Context: an optimization exercise on an open-source flow, tuned for small area, a short achievable clock period and few clock cycles per item. The choices shown serve that exercise and are no tape-out recipe. Where RTL was checked, it was by simulation tests only, not by an equivalence proof against the original.

// SNN
module SNN(
	input            clk,
	input            rst_n,
	input            in_valid,
	input [7:0]      img,
	input [7:0]      ker,
	input [7:0]      weight,
	output reg       out_valid,
	output reg [9:0] out_data
);
export LEC_CHECK = 0
export ABC_CLOCK_PERIOD_IN_PS = 4000
export CAP_MARGIN = 20
export CORE_MARGIN = 2
export CORE_UTILIZATION = 60
export PLACE_DENSITY = 0.75
export SLEW_MARGIN = 20
export SYNTH_HIERARCHICAL = 1
export SYNTH_MINIMUM_KEEP_SIZE = 0
create_clock -name core_clock -period 16.0 [get_ports {clk}]
standard.sh (not shown) runs the stock make flow with config.mk's settings and CLKGATE_MAP_FILE= SYNTH_SCRIPT=/design/flow/synth_recipe.tcl, a recipe that flattens the netlist after the stock synthesis.
==> flow/flow/run.sh <==
#!/bin/bash
# Standard ORFS layout (the standard.sh with its unchanged synthesis),
# with repair_timing aiming for 11.7 ns of setup margin at the design's
# 16 ns clock, port buffers of buf_2 cells, and clock tree synthesis with
# sink clusters of up to 25 flip-flops within 80 um and no dummy loads.
set -euo pipefail
bash standard.sh SETUP_SLACK_MARGIN=11.76 \
  "BUFFER_PORTS_ARGS=-buffer_cell sky130_fd_sc_hd__buf_2" \
  "CTS_ARGS=-sink_clustering_enable -repair_clock_nets -sink_clustering_size 25 -sink_clustering_max_diameter 80 -dont_use_dummy_load" \
  finish > standard_flow.log 2>&1
The baseline completed with no timing, DRC or antenna violations.
Testbench counts at the start, summed over its fixed seeds: cycles 25,920, items 320.
Edit:
--- a/flow/flow/run.sh
+++ b/flow/flow/run.sh
@@ -6,5 +6,5 @@
 set -euo pipefail
-bash standard.sh SETUP_SLACK_MARGIN=11.76 \
+bash standard.sh SETUP_SLACK_MARGIN=11.7 \
   "BUFFER_PORTS_ARGS=-buffer_cell sky130_fd_sc_hd__buf_2" \
-  "CTS_ARGS=-sink_clustering_enable -repair_clock_nets -sink_clustering_size 25 -sink_clustering_max_diameter 80 -dont_use_dummy_load" \
+  "CTS_ARGS=-sink_clustering_enable -repair_clock_nets -sink_clustering_size 40 -sink_clustering_max_diameter 60 -dont_use_dummy_load" \
   finish > standard_flow.log 2>&1
Settings changed: CORE_UTILIZATION 60 to 40, PLACE_DENSITY 0.75 to not set.
What happened:
- count of clock-buffer cells in the layout came out higher by 11
- final area increases by 1.7%
- cell count increases by 11%
- global-route usage is lower by 7.6 points
Edit:
--- a/flow/flow/run.sh
+++ b/flow/flow/run.sh
@@ -8,3 +8,3 @@
   "BUFFER_PORTS_ARGS=-buffer_cell sky130_fd_sc_hd__buf_2" \
-  "CTS_ARGS=-sink_clustering_enable -repair_clock_nets -sink_clustering_size 40 -sink_clustering_max_diameter 60 -dont_use_dummy_load" \
+  "CTS_ARGS=-sink_clustering_enable -repair_clock_nets -sink_clustering_size 30 -sink_clustering_max_diameter 60 -dont_use_dummy_load" \
   finish > standard_flow.log 2>&1
Settings changed: CORE_UTILIZATION 40 to 60, PLACE_DENSITY set to 0.75.
After rerunning: Via count climbs by 2.8%. Utilization came out higher by 19 points. Cell count fell by 10%.
Edit:
==> flow/run.sh (new file) <==
#!/bin/bash
# synth_recipe.tcl (not shown) runs the flow's synth.tcl, then flattens the netlist and writes it again
# the make line also repeats each setting of config.mk as NAME=value (left out here)
make -C /OpenROAD-flow-scripts/flow DESIGN_CONFIG=/design/flow/config.mk WORK_HOME=/design/flow/orfs CLKGATE_MAP_FILE= SYNTH_SCRIPT=/design/flow/synth_recipe.tcl finish
Settings changed: CTS_CLUSTER_DIAMETER set to 80, CTS_CLUSTER_SIZE set to 25.
removed: flow/flow/run.sh
removed: flow/standard.sh
What happened: Worst setup slack gets worse by 0.88 ns; non-clock buffer count drops by 23; core utilization stays flat; routed wire length grows slightly; register-to-register slack degrades by 0.57 ns; cell count is about the same.

== job 7179 ==
SNN again, from the RTL that the note above started with.
Settings: LEC_CHECK=0, ABC_CLOCK_PERIOD_IN_PS=4000, CAP_MARGIN=20, CORE_MARGIN=2, CORE_UTILIZATION=40, SLEW_MARGIN=20, SYNTH_HIERARCHICAL=1, SYNTH_MINIMUM_KEEP_SIZE=0; clock period 16.0 ns.
==> flow/flow/run.sh <==
#!/bin/bash
# Standard ORFS layout (the standard.sh with its unchanged synthesis),
# with repair_timing aiming for 11.7 ns of setup margin at the design's
# 16 ns clock, port buffers of buf_2 cells, and clock tree synthesis with
# sink clusters of up to 25 flip-flops within 80 um and no dummy loads.
set -euo pipefail
bash standard.sh SETUP_SLACK_MARGIN=11.7 \
  "BUFFER_PORTS_ARGS=-buffer_cell sky130_fd_sc_hd__buf_2" \
  "CTS_ARGS=-sink_clustering_enable -repair_clock_nets -sink_clustering_size 16 -sink_clustering_max_diameter 60 -dont_use_dummy_load -buf_list sky130_fd_sc_hd__clkbuf_8 -root_buf sky130_fd_sc_hd__clkbuf_16" \
  finish > standard_flow.log 2>&1
Job 7179 completed end to end with timing, DRC and antenna clean.
Testbench counts of job 7179, summed over its fixed seeds: cycles 25,920, items 320.
Modified inputs, job 6290 compared to job 7179
diff --git a/flow/flow/run.sh b/flow/flow/run.sh
--- a/flow/flow/run.sh
+++ b/flow/flow/run.sh
@@ -8,3 +8,3 @@
   "BUFFER_PORTS_ARGS=-buffer_cell sky130_fd_sc_hd__buf_2" \
-  "CTS_ARGS=-sink_clustering_enable -repair_clock_nets -sink_clustering_size 16 -sink_clustering_max_diameter 60 -dont_use_dummy_load -buf_list sky130_fd_sc_hd__clkbuf_8 -root_buf sky130_fd_sc_hd__clkbuf_16" \
+  "CTS_ARGS=-sink_clustering_enable -repair_clock_nets -sink_clustering_size 20 -sink_clustering_max_diameter 50 -dont_use_dummy_load" \
   finish > standard_flow.log 2>&1
diff --git a/flow/config.mk b/flow/config.mk
--- a/flow/config.mk
+++ b/flow/config.mk
@@ -10,3 +10,4 @@
 export CORE_MARGIN = 2
-export CORE_UTILIZATION = 40
+export CORE_UTILIZATION = 60
+export PLACE_DENSITY = 0.75
 export SLEW_MARGIN = 20
### Flow results
Job 6290 vs job 7179 — clock buffer count from CTS climbed by a little under 10%. Job 6290 vs job 7179, clock-pin transition on the worst setup and hold timing paths went down by 0.03 ns. Maximum frequency from static timing analysis across job 6290 and job 7179: no real change. In the flow results for job 6290 and job 7179, the hold slack is smaller on job 6290. Job 7179 has a lower total global routing track utilization than job 6290.
Input changes introduced in job 3932 (baseline for comparison: job 6290):
diff --git a/flow/flow/run.sh b/flow/flow/run.sh
--- a/flow/flow/run.sh
+++ b/flow/flow/run.sh
@@ -8,3 +8,3 @@
   "BUFFER_PORTS_ARGS=-buffer_cell sky130_fd_sc_hd__buf_2" \
-  "CTS_ARGS=-sink_clustering_enable -repair_clock_nets -sink_clustering_size 20 -sink_clustering_max_diameter 50 -dont_use_dummy_load" \
+  "CTS_ARGS=-sink_clustering_enable -repair_clock_nets -sink_clustering_size 25 -sink_clustering_max_diameter 80 -dont_use_dummy_load" \
   finish > standard_flow.log 2>&1
diff --git a/flow/config.mk b/flow/config.mk
--- a/flow/config.mk
+++ b/flow/config.mk
@@ -10,4 +10,4 @@
 export CORE_MARGIN = 2
-export CORE_UTILIZATION = 60
-export PLACE_DENSITY = 0.75
+export CORE_UTILIZATION = 78
+export PLACE_DENSITY = 0.88
 export SLEW_MARGIN = 20
## What came out
Delta (job 3932 minus job 6290): average via count per standard cell now sits higher; number of buffers inserted to repair setup after CTS went up by 5; worst hold slack fell 0.022 ns.
When job 3932 is set beside job 6290, its maximum frequency from static timing analysis turns out to be 1.1 MHz larger.
Against job 6290, job 3932 comes in 4900 um higher on detailed-routed wire length on met2.
Relative to job 3932, the following input files were edited for job 7543:
diff --git a/flow/config.mk b/flow/config.mk
--- a/flow/config.mk
+++ b/flow/config.mk
@@ -10,4 +10,4 @@
 export CORE_MARGIN = 2
-export CORE_UTILIZATION = 78
-export PLACE_DENSITY = 0.88
+export CORE_UTILIZATION = 60
+export PLACE_DENSITY = 0.75
 export SLEW_MARGIN = 20
Notes after the runs:
- Initial antenna violation count: job 7543 < job 3932
- [compare] base=job 3932 new=job 7543: wire length after detailed routing lost about 11%, shortest period the worst path allows went down, antenna diode count went down by 2, total routed wire length on the met1 layer now sits higher.
- Job 7543: vias per cell lower than job 3932
- Job 3932 -> job 7543: cell area increased slightly
- Delta (job 7543 minus job 3932): met2 wire length went down by 4400 um.
- NOTE: post-layout worst setup margin in job 7543 exceeds that of job 3932
- The higher die area of job 3932 and job 7543 is in job 7543.
#### Input delta (job 467 over job 7543)
diff --git a/flow/config.mk b/flow/config.mk
--- a/flow/config.mk
+++ b/flow/config.mk
@@ -10,4 +10,4 @@
 export CORE_MARGIN = 2
-export CORE_UTILIZATION = 60
-export PLACE_DENSITY = 0.75
+export CORE_UTILIZATION = 70
+export PLACE_DENSITY = 0.8
 export SLEW_MARGIN = 20
Results
Diff job 7543 -> job 467: fraction of layout cells with a size suffix above 1 picked up an extra 0.35 points. Diff job 7543..job 467 | final-layout worst hold slack | negligible.
Setup changes, job 467 to job 8241
diff --git a/flow/config.mk b/flow/config.mk
--- a/flow/config.mk
+++ b/flow/config.mk
@@ -10,4 +10,4 @@
 export CORE_MARGIN = 2
-export CORE_UTILIZATION = 70
-export PLACE_DENSITY = 0.8
+export CORE_UTILIZATION = 50
+export PLACE_DENSITY = 0.7
 export SLEW_MARGIN = 20
[summary]
On worst hold path cell count, job 8241 and job 467 are neck and neck. When job 8241 is measured against job 467, its core utilization turns out 19 points lower. Fmax: job 8241 vs job 467, no meaningful difference. Job 8241 vs. job 467: area growth from synthesis to layout went up by 1.2 points. In job 8241, the final cell count came out 355 above the value in job 467. Between job 467 and job 8241, the worst setup margin does not differ in any meaningful way. In job 8241 the worst slew margin relative to its limit turned out 2.8 points higher than in job 467.

== v32 ==
SNN again, from the RTL that the note above started with.
export LEC_CHECK = 0
export ABC_AREA = 1
export CAP_MARGIN = 20
export CORE_MARGIN = 2
export CORE_UTILIZATION = 40
export SLEW_MARGIN = 20
export SYNTH_HIERARCHICAL = 1
export SYNTH_MINIMUM_KEEP_SIZE = 0
create_clock -name core_clock -period 16.0 [get_ports {clk}]
==> flow/flow/run.sh <==
#!/bin/bash
# Standard ORFS layout (the standard.sh with its unchanged synthesis),
# with repair_timing aiming for 11.7 ns of setup margin at the design's
# 16 ns clock, port buffers of buf_2 cells, and clock tree synthesis with
# sink clusters of up to 25 flip-flops within 80 um and no dummy loads.
set -euo pipefail
bash standard.sh SETUP_SLACK_MARGIN=11.7 \
  "BUFFER_PORTS_ARGS=-buffer_cell sky130_fd_sc_hd__buf_2" \
  "CTS_ARGS=-sink_clustering_enable -repair_clock_nets -sink_clustering_size 25 -sink_clustering_max_diameter 80 -dont_use_dummy_load" \
  finish > standard_flow.log 2>&1
v32: full flow OK, the timing, DRC and antenna checks passed
Testbench counts of v32, summed over its fixed seeds: cycles 25,920, items 320.
Inputs modified between v32 and v20:
- an added PLACE_DENSITY of 0.75
- a change of CORE_UTILIZATION from 40 to 60
- a deleted ABC_AREA that had been 1
- an added ABC_CLOCK_PERIOD_IN_PS of 4000
diff --git a/flow/flow/run.sh b/flow/flow/run.sh
--- a/flow/flow/run.sh
+++ b/flow/flow/run.sh
@@ -5,5 +5,5 @@
 # sink clusters of up to 25 flip-flops within 80 um and no dummy loads.
 set -euo pipefail
-bash standard.sh SETUP_SLACK_MARGIN=11.7 \
+bash standard.sh SETUP_SLACK_MARGIN=11.82 \
   "BUFFER_PORTS_ARGS=-buffer_cell sky130_fd_sc_hd__buf_2" \
   "CTS_ARGS=-sink_clustering_enable -repair_clock_nets -sink_clustering_size 25 -sink_clustering_max_diameter 80 -dont_use_dummy_load" \
[summary]
Per the comparison of v20 with v32, pin count of the biggest net entering global routing down about 28%; half-perimeter wire length after placement down 15%; share of synthesized area occupied by flip-flops and latches up 1.3 points.
v20 reached the final stage; the timing, DRC and antenna checks on its layout passed.
v32 completed end to end with timing, DRC and antenna clean.
Going from v32 to v20, final worst-path cycle share now sits at about the same level, compound-gate portion of the synthesized area now sits higher, growth of design area from synthesis to finish now sits lower.
Largest clock skew in the final design was lower in the run labelled v20.
Input changes introduced in v25 (baseline for comparison: v20):
- PLACE_DENSITY removed (was 0.75)
- CORE_UTILIZATION changed from 60 to 40
diff --git a/flow/flow/run.sh b/flow/flow/run.sh
--- a/flow/flow/run.sh
+++ b/flow/flow/run.sh
@@ -5,5 +5,5 @@
 # sink clusters of up to 25 flip-flops within 80 um and no dummy loads.
 set -euo pipefail
-bash standard.sh SETUP_SLACK_MARGIN=11.82 \
+bash standard.sh SETUP_SLACK_MARGIN=11.7 \
   "BUFFER_PORTS_ARGS=-buffer_cell sky130_fd_sc_hd__buf_2" \
   "CTS_ARGS=-sink_clustering_enable -repair_clock_nets -sink_clustering_size 25 -sink_clustering_max_diameter 80 -dont_use_dummy_load" \
### Flow results
- Per the comparison of v25 with v20, via count of the first global-routing pass shrank by 1332; total via count after detailed routing shrank by 899; wire length of the first global-routing pass held steady.

lane 4:
SNN, a different RTL version from the one above (not shown whole).
For scale: ~3,300 cells after synthesis, roughly 530 flip-flops, roughly 38 I/O pins, about 41,000 sq um of cells after synthesis.
clock: 16.0 ns
lec_check: 0
abc_clock_period_in_ps: 4000
cap_margin: 20
core_margin: 2
core_utilization: 60
place_density: 0.75
slew_margin: 20
synth_hierarchical: 1
synth_minimum_keep_size: 0
==> flow/flow/run.sh <==
#!/bin/bash
# Standard ORFS layout (the standard.sh with its unchanged synthesis),
# with repair_timing aiming for 11.7 ns of setup margin at the design's
# 16 ns clock, port buffers of buf_2 cells, and clock tree synthesis with
# sink clusters of up to 25 flip-flops within 80 um and no dummy loads.
set -euo pipefail
bash standard.sh SETUP_SLACK_MARGIN=11.7 \
  "BUFFER_PORTS_ARGS=-buffer_cell sky130_fd_sc_hd__buf_2" \
  "CTS_ARGS=-sink_clustering_enable -repair_clock_nets -sink_clustering_size 25 -sink_clustering_max_diameter 80 -dont_use_dummy_load" \
  finish > standard_flow.log 2>&1
> inputs changed (lane 4 -> lane 1)
Settings: PLACE_DENSITY removed (was 0.75); CORE_UTILIZATION changed from 60 to 40.
==> comparison <==
Lane 1 vs. lane 4: sum of met2 wire segment lengths after detailed routing now sits lower.
From lane 1 to lane 4, largest buffer count on any clock path did not move at all.
Lane 1 ended with every stage complete and zero timing, DRC or antenna violations.
Lane 4 was smaller in final cell area than lane 1.
No functional check of the RTL was part of any run of this note.

SNN, a different RTL version from the one above (not shown whole).
For scale: about 3500 cells after synthesis, roughly 600 flip-flops, about 38 I/O pins, ~43000 um2 of cells after synthesis.
Settings: LEC_CHECK=0, ABC_CLOCK_PERIOD_IN_PS=4000, CAP_MARGIN=20, CORE_MARGIN=2, CORE_UTILIZATION=40, CTS_CLUSTER_DIAMETER=70, CTS_CLUSTER_SIZE=20, SLEW_MARGIN=20, SYNTH_HIERARCHICAL=1, SYNTH_MINIMUM_KEEP_SIZE=0; clock period 16.0 ns.
==> flow/flow/run.sh <==
#!/bin/bash
# Standard ORFS layout (the standard.sh, unchanged synthesis and
# clock tree), with repair_timing aiming for 11.7 ns of setup margin at
# the design's 16 ns clock, and the port buffers given buf_2 cells.
set -euo pipefail
bash standard.sh SETUP_SLACK_MARGIN=11.7 "BUFFER_PORTS_ARGS=-buffer_cell sky130_fd_sc_hd__buf_2" finish > standard_flow.log 2>&1
Then changed:
--- a/flow/config.mk
+++ b/flow/config.mk
@@ -12,2 +12,2 @@
-export CTS_CLUSTER_DIAMETER = 70
-export CTS_CLUSTER_SIZE = 20
+export CTS_CLUSTER_DIAMETER = 60
+export CTS_CLUSTER_SIZE = 30
The new run ran to the end with no violations.
Clock-buffer cell count shrinks by 11.
Routed wire length barely changes.
Cell area grows slightly.
Non-clock buffer count shrinks by 17.
First-iteration DRC count grows by a few percent.
Then changed:
--- a/flow/config.mk
+++ b/flow/config.mk
@@ -12,2 +12,2 @@
-export CTS_CLUSTER_DIAMETER = 60
-export CTS_CLUSTER_SIZE = 30
+export CTS_CLUSTER_DIAMETER = 80
+export CTS_CLUSTER_SIZE = 25
The changed run went through all stages and came out clean. Final area drops by 0.94%. Routed wire length climbs by 0.30%. Clock-buffer cell count climbs by 1. Non-clock buffer count climbs by 19. Setup slack gains 41 ps.
Function was not checked in any run of this note: the RTL went through the layout flow alone.

[re-timing with driven ports]
Ports are ideal in the flow. The routed layouts listed here were re-timed in OpenROAD. Step 1, drivers: a clkbuf_16 drives clk and a buf_2 each remaining input, both assumed. Step 2 adds t to the input delays and takes it off the output delays; t is the mean of the earliest and latest rising clock arrival at the registers after step 1. Input paths then give back, and output paths get back, about the clock's delay inside the block. Three values: ideal, step 1, step 2; two values: the first two.
| run | t, ns | setup slack, ns | latest minus earliest clock arrival (ns) |
|---|---|---|---|
| the first run of note 1 | 0.623 | 11.701 / 11.637 / 11.101 | 0.095 / 0.095 |
| the second run of note 1 | 0.663 | 11.702 / 11.637 / 11.088 | 0.071 / 0.071 |
| the third run of note 1 | 0.648 | 11.709 / 11.661 / 11.039 | 0.069 / 0.068 |
| the fourth run of note 1 | 0.645 | 10.830 / 10.797 / 10.152 | 0.041 / 0.041 |
| job 7179 | 0.640 | 11.680 / 11.612 / 11.114 | 0.078 / 0.078 |
| job 6290 | 0.670 | 11.676 / 11.610 / 11.059 | 0.067 / 0.068 |
| job 3932 | 0.655 | 11.696 / 11.633 / 11.031 | 0.063 / 0.063 |
| job 7543 | 0.615 | 11.736 / 11.673 / 11.189 | 0.073 / 0.073 |
| job 467 | 0.607 | 11.708 / 11.645 / 11.180 | 0.080 / 0.080 |
| job 8241 | 0.627 | 11.708 / 11.646 / 11.144 | 0.093 / 0.093 |
| v32 | 0.640 | 11.711 / 11.644 / 11.074 | 0.096 / 0.095 |
| v20 | 0.623 | 11.707 / 11.641 / 11.239 | 0.086 / 0.087 |
| v25 | 0.633 | 11.680 / 11.614 / 11.128 | 0.079 / 0.079 |
| lane 4 | 0.667 | 11.587 / 11.587 / 11.030 | 0.052 / 0.052 |
| lane 1 | 0.626 | 11.619 / 11.619 / 11.126 | 0.071 / 0.072 |
| the first run of note 5 | 0.671 | 11.664 / 11.595 / 11.913 | 0.055 / 0.055 |
| the second run of note 5 | 0.687 | 11.639 / 11.570 / 11.789 | 0.056 / 0.056 |
| the third run of note 5 | 0.673 | 11.680 / 11.611 / 11.875 | 0.043 / 0.043 |
After both steps every run listed still meets setup and hold. For the fourth run of note 1, which loses most, drivers alone change the setup slack by -0.033 ns; drivers and shift together by -0.678 ns.
